What follows belongs to an exercise in optimizing a design on an open flow for small area; a production flow would make more cautious choices.
The RTL was checked by simulation tests, not by an equivalence proof against the original design.

## job 101
==> flow/design.v <==
`timescale 1ps / 1fs
module fa(input logic a, b, c, output logic s, co);
assign s = a ^ b ^ c;
assign co = (a & b) | (a & c) | (b & c);
endmodule
module ha(input logic a, b, output logic s, co);
assign s = a ^ b;
assign co = a & b;
endmodule
`timescale 1ps / 1fs
module top_module(input logic [7:0] pixel_r,pixel_g,pixel_b, input logic clk,reset,data_in_en,output logic signed [12:0] Convo_final,output logic start_add_1);
parameter N=10;
logic [3:0] x, y;           
logic [9:0] a1,a2,a3,a4,a5,a6,a7,a8,a9,a10,a11;
logic [9:0] b1,b2,b3,b4,b5,b6,b7,b8,b9;
logic [9:0] s;
logic x9, y9;
logic [3:0] tx, ty;
assign x9 = x[3] && x[0];            
assign y9 = y[3] && y[0];
assign tx = {x9 || (x[2] && x[1] && x[0]), x[1] && x[0], x[0] && !x[3], 1'b1};
assign ty = {y9 || (y[2] && y[1] && y[0]), y[1] && y[0], y[0] && !y[3], 1'b1};
always_ff @(posedge clk)
begin
x <= reset ? x ^ (tx & {4{data_in_en}}) : 4'd0;
y <= reset ? y ^ (ty & {4{data_in_en && x9}}) : 4'd0;
start_add_1 <= reset && data_in_en && (y >= 2) && (x != 0) && !x9;
end
always_ff @(posedge clk)
begin
if (reset && data_in_en)
begin
{a11,a10,a9,a8,a7,a6,a5,a4,a3,a2,a1} <= {a10,a9,a8,a7,a6,a5,a4,a3,a2,a1,s};
if (x != 0)
{b9,b8,b7,b6,b5,b4,b3,b2,b1} <= {b8,b7,b6,b5,b4,b3,b2,b1,a11};
end
end
logic sa1;
logic sa2;
logic sa3;
logic sa4;
logic sa5;
logic sa6;
logic sa7;
logic sa8;
logic sa9;
logic sa10;
logic sa11;
logic sa12;
logic sa13;
logic sa14;
logic sa15;
logic sa16;
logic sa17;
logic sa18;
logic sa19;
logic sa20;
logic sa21;
logic sa22;
logic sa23;
logic sa24;
logic sa25;
logic sa26;
logic sa27;
logic sa28;
logic sa29;
logic sa30;
logic sa31;
logic sa32;
fa u_sa1 (pixel_r[0], pixel_g[0], pixel_b[0], sa1, sa2);
fa u_sa3 (pixel_r[1], pixel_g[1], pixel_b[1], sa3, sa4);
fa u_sa5 (pixel_r[2], pixel_g[2], pixel_b[2], sa5, sa6);
fa u_sa7 (pixel_r[3], pixel_g[3], pixel_b[3], sa7, sa8);
fa u_sa9 (pixel_r[4], pixel_g[4], pixel_b[4], sa9, sa10);
fa u_sa11 (pixel_r[5], pixel_g[5], pixel_b[5], sa11, sa12);
fa u_sa13 (pixel_r[6], pixel_g[6], pixel_b[6], sa13, sa14);
fa u_sa15 (pixel_r[7], pixel_g[7], pixel_b[7], sa15, sa16);
ha u_sa17 (sa2, sa3, sa17, sa18);
fa u_sa19 (sa4, sa5, sa18, sa19, sa20);
fa u_sa21 (sa6, sa7, sa20, sa21, sa22);
fa u_sa23 (sa8, sa9, sa22, sa23, sa24);
fa u_sa25 (sa10, sa11, sa24, sa25, sa26);
fa u_sa27 (sa12, sa13, sa26, sa27, sa28);
fa u_sa29 (sa14, sa15, sa28, sa29, sa30);
ha u_sa31 (sa16, sa30, sa31, sa32);
assign s = {sa32, sa31, sa29, sa27, sa25, sa23, sa21, sa19, sa17, sa1};
logic la1;
logic la2;
logic la3;
logic la4;
logic la5;
logic la6;
logic la7;
logic la8;
logic la9;
logic la10;
logic la11;
logic la12;
logic la13;
logic la14;
logic la15;
logic la16;
logic la17;
logic la18;
logic la19;
logic la20;
logic la21;
logic la22;
logic la23;
logic la24;
logic la25;
logic la26;
logic la27;
logic la28;
logic la29;
logic la30;
logic la31;
logic la32;
logic la33;
logic la34;
logic la35;
logic la36;
logic la37;
logic la38;
logic la39;
logic la40;
logic la41;
logic la42;
logic la43;
logic la44;
logic la45;
logic la46;
logic la47;
logic la48;
logic la49;
logic la50;
logic la51;
logic la52;
logic la53;
logic la54;
logic la55;
logic la56;
logic la57;
logic la58;
logic la59;
logic la60;
logic la61;
logic la62;
logic la63;
logic la64;
logic la65;
logic la66;
logic la67;
logic la68;
logic la69;
logic la70;
logic la71;
logic la72;
logic la73;
logic la74;
logic la75;
logic la76;
logic la77;
logic la78;
logic la79;
logic la80;
logic la81;
fa u_la1 (a1[0], a10[0], b1[0], la1, la2);
fa u_la3 (a1[1], a10[1], b1[1], la3, la4);
assign la5 = ~(~a11[0] ^ a1[2]);
assign la6 = ~a11[0] | a1[2];
fa u_la7 (a10[2], b1[2], b9[2], la7, la8);
fa u_la9 (~a11[1], a1[3], a10[3], la9, la10);
fa u_la11 (~a11[2], a1[4], a10[4], la11, la12);
fa u_la13 (~a11[3], a1[5], a10[5], la13, la14);
fa u_la15 (~a11[4], a1[6], a10[6], la15, la16);
fa u_la17 (~a11[5], a1[7], a10[7], la17, la18);
fa u_la19 (~a11[6], a1[8], a10[8], la19, la20);
fa u_la21 (~a11[7], a1[9], a10[9], la21, la22);
fa u_la23 (la2, la3, b9[1], la23, la24);
fa u_la25 (la4, la5, la7, la25, la26);
fa u_la27 (la6, la8, la9, la27, la28);
fa u_la29 (la10, la11, b1[4], la29, la30);
fa u_la31 (la12, la13, b1[5], la31, la32);
fa u_la33 (la14, la15, b1[6], la33, la34);
fa u_la35 (la16, la17, b1[7], la35, la36);
fa u_la37 (la18, la19, b1[8], la37, la38);
fa u_la39 (la20, la21, b1[9], la39, la40);
fa u_la41 (la26, la27, b1[3], la41, la42);
fa u_la43 (la28, la29, b9[4], la43, la44);
fa u_la45 (la30, la31, b9[5], la45, la46);
fa u_la47 (la32, la33, b9[6], la47, la48);
fa u_la49 (la34, la35, b9[7], la49, la50);
fa u_la51 (la36, la37, b9[8], la51, la52);
fa u_la53 (la38, la39, b9[9], la53, la54);
fa u_la55 (la40, la22, ~a11[8], la55, la56);
ha u_la57 (la1, b9[0], la57, la58);
ha u_la59 (la23, la58, la59, la60);
fa u_la61 (la24, la25, la60, la61, la62);
fa u_la63 (la41, b9[3], la62, la63, la64);
fa u_la65 (la42, la43, la64, la65, la66);
fa u_la67 (la44, la45, la66, la67, la68);
fa u_la69 (la46, la47, la68, la69, la70);
fa u_la71 (la48, la49, la70, la71, la72);
fa u_la73 (la50, la51, la72, la73, la74);
fa u_la75 (la52, la53, la74, la75, la76);
fa u_la77 (la54, la55, la76, la77, la78);
fa u_la79 (la56, ~a11[9], la78, la79, la80);
assign la81 = ~la80;
assign Convo_final = {la81, la79, la77, la75, la73, la71, la69, la67, la65, la63, la61, la59, la57};
endmodule
==> flow/config.mk <==
export PLATFORM = sky130hd
export DESIGN_NAME = top_module
export DESIGN_NICKNAME = top_module
export VERILOG_FILES = /design/flow/design.v
export SDC_FILE = /design/flow/constraint.sdc
export NUM_CORES = 4
export LEC_CHECK = 0
export CAP_MARGIN = 5
export CORE_MARGIN = 2
export CORE_UTILIZATION = 40
export SLEW_MARGIN = 5
export SYNTH_HIERARCHICAL = 1
==> flow/constraint.sdc <==
create_clock -name core_clock -period 10.0 [get_ports {clk}]
set_input_delay 2.0000 -clock core_clock [delete_from_list [all_inputs] [get_ports {clk}]]
set_output_delay 2.0000 -clock core_clock [all_outputs]
set_load 0.01 [all_outputs]
standard.sh (not shown) runs the stock make flow with config.mk's settings and CLKGATE_MAP_FILE= SYNTH_SCRIPT=/design/flow/synth_recipe.tcl, a recipe that flattens the netlist after the stock synthesis.
==> flow/flow/run.sh <==
#!/bin/bash
# Layout: the standard flow (standard.sh, unchanged synthesis) with two changes:
#  - ports are buffered with sky130_fd_sc_hd__buf_1 instead of the default port buffer;
#  - clock tree built from clkbuf_8 leaves over larger sink clusters, without dummy loads.
# The make output goes to standard.log in the work folder; ORFS's own per-step logs are
# under orfs/logs/.
set -euo pipefail
CTS="-sink_clustering_enable -repair_clock_nets -sink_clustering_size 10 -sink_clustering_max_diameter 60 -buf_list sky130_fd_sc_hd__clkbuf_4 -dont_use_dummy_load"
bash standard.sh "BUFFER_PORTS_ARGS=-buffer_cell sky130_fd_sc_hd__buf_1" "CTS_ARGS=$CTS" finish > standard.log 2>&1
Setup changes, job 101 to job 102
--- a/flow/design.v
+++ b/flow/design.v
@@ -14,17 +14,28 @@
 logic [9:0] a1,a2,a3,a4,a5,a6,a7,a8,a9,a10,a11;
 logic [9:0] b1,b2,b3,b4,b5,b6,b7,b8,b9;
 logic [9:0] s;
-logic x9, y9;
-logic [3:0] tx, ty;
-assign x9 = x[3] && x[0];            
-assign y9 = y[3] && y[0];
-assign tx = {x9 || (x[2] && x[1] && x[0]), x[1] && x[0], x[0] && !x[3], 1'b1};
-assign ty = {y9 || (y[2] && y[1] && y[0]), y[1] && y[0], y[0] && !y[3], 1'b1};
 always_ff @(posedge clk)
 begin
-x <= reset ? x ^ (tx & {4{data_in_en}}) : 4'd0;
-y <= reset ? y ^ (ty & {4{data_in_en && x9}}) : 4'd0;
-start_add_1 <= reset && data_in_en && (y >= 2) && (x != 0) && !x9;
+if (!reset)
+begin
+x<=0;
+y<=0;
+start_add_1<=1'b0;
+end
+else
+begin
+start_add_1 <= data_in_en && (y >= 2) && (x != 0) && (x != N-1);
+if (data_in_en)
+begin
+if (x==N-1)
+begin
+x<=0;
+y<= (y==N-1) ? 4'd0 : y+1;
+end
+else
+x<=x+1;
+end
+end
 end
 always_ff @(posedge clk)
 begin
==> results.txt <==
There was hardly any difference in non-clock buffer share of cell area between job 102 and job 101.
Final critical-path required period delta for job 102 relative to job 101: 0.020 ns higher
Relative to job 101, the cell area after placement measured on job 102 has increased slightly.
Number of antenna violations at the first check in global routing came out exactly the same in job 102 and job 101.
Going from job 101 to job 102, count of routing violations after the opening detailed-route iteration saw an increase; effective utilization at floorplan stayed essentially flat.
In the reports for job 102 and job 101, the smaller fraction of layout cells with a size suffix above 1 belongs to job 101.

static timing again, ports no longer ideal:
The flow's constraints put no driver on any port. The routed layouts listed below were extracted and timed again, unchanged, in two steps.
Step 1 assumes that a clkbuf_16 drives the clock port and a buf_2 every other input.
Step 2 moves the port delays by t, midway between the first and last clock arrival at a register: inputs arrive t later, outputs are due t later. That takes back most of the time a late clock gives input paths.
Three values: ideal, step 1, step 2; two values: the first two.
run	shift t [ns]	setup slack, ns	hold WS [ns]	clock arrival spread, ns	cell pins on the clock port's net
job 101	0.617	1.608 / 1.568 / 2.185	0.363 / 0.363 / 0.363	0.105 / 0.106	1
job 102	0.632	1.589 / 1.551 / 2.183	0.398 / 0.398 / 0.398	0.038 / 0.038	1
After both steps setup and hold are still met in every run listed.
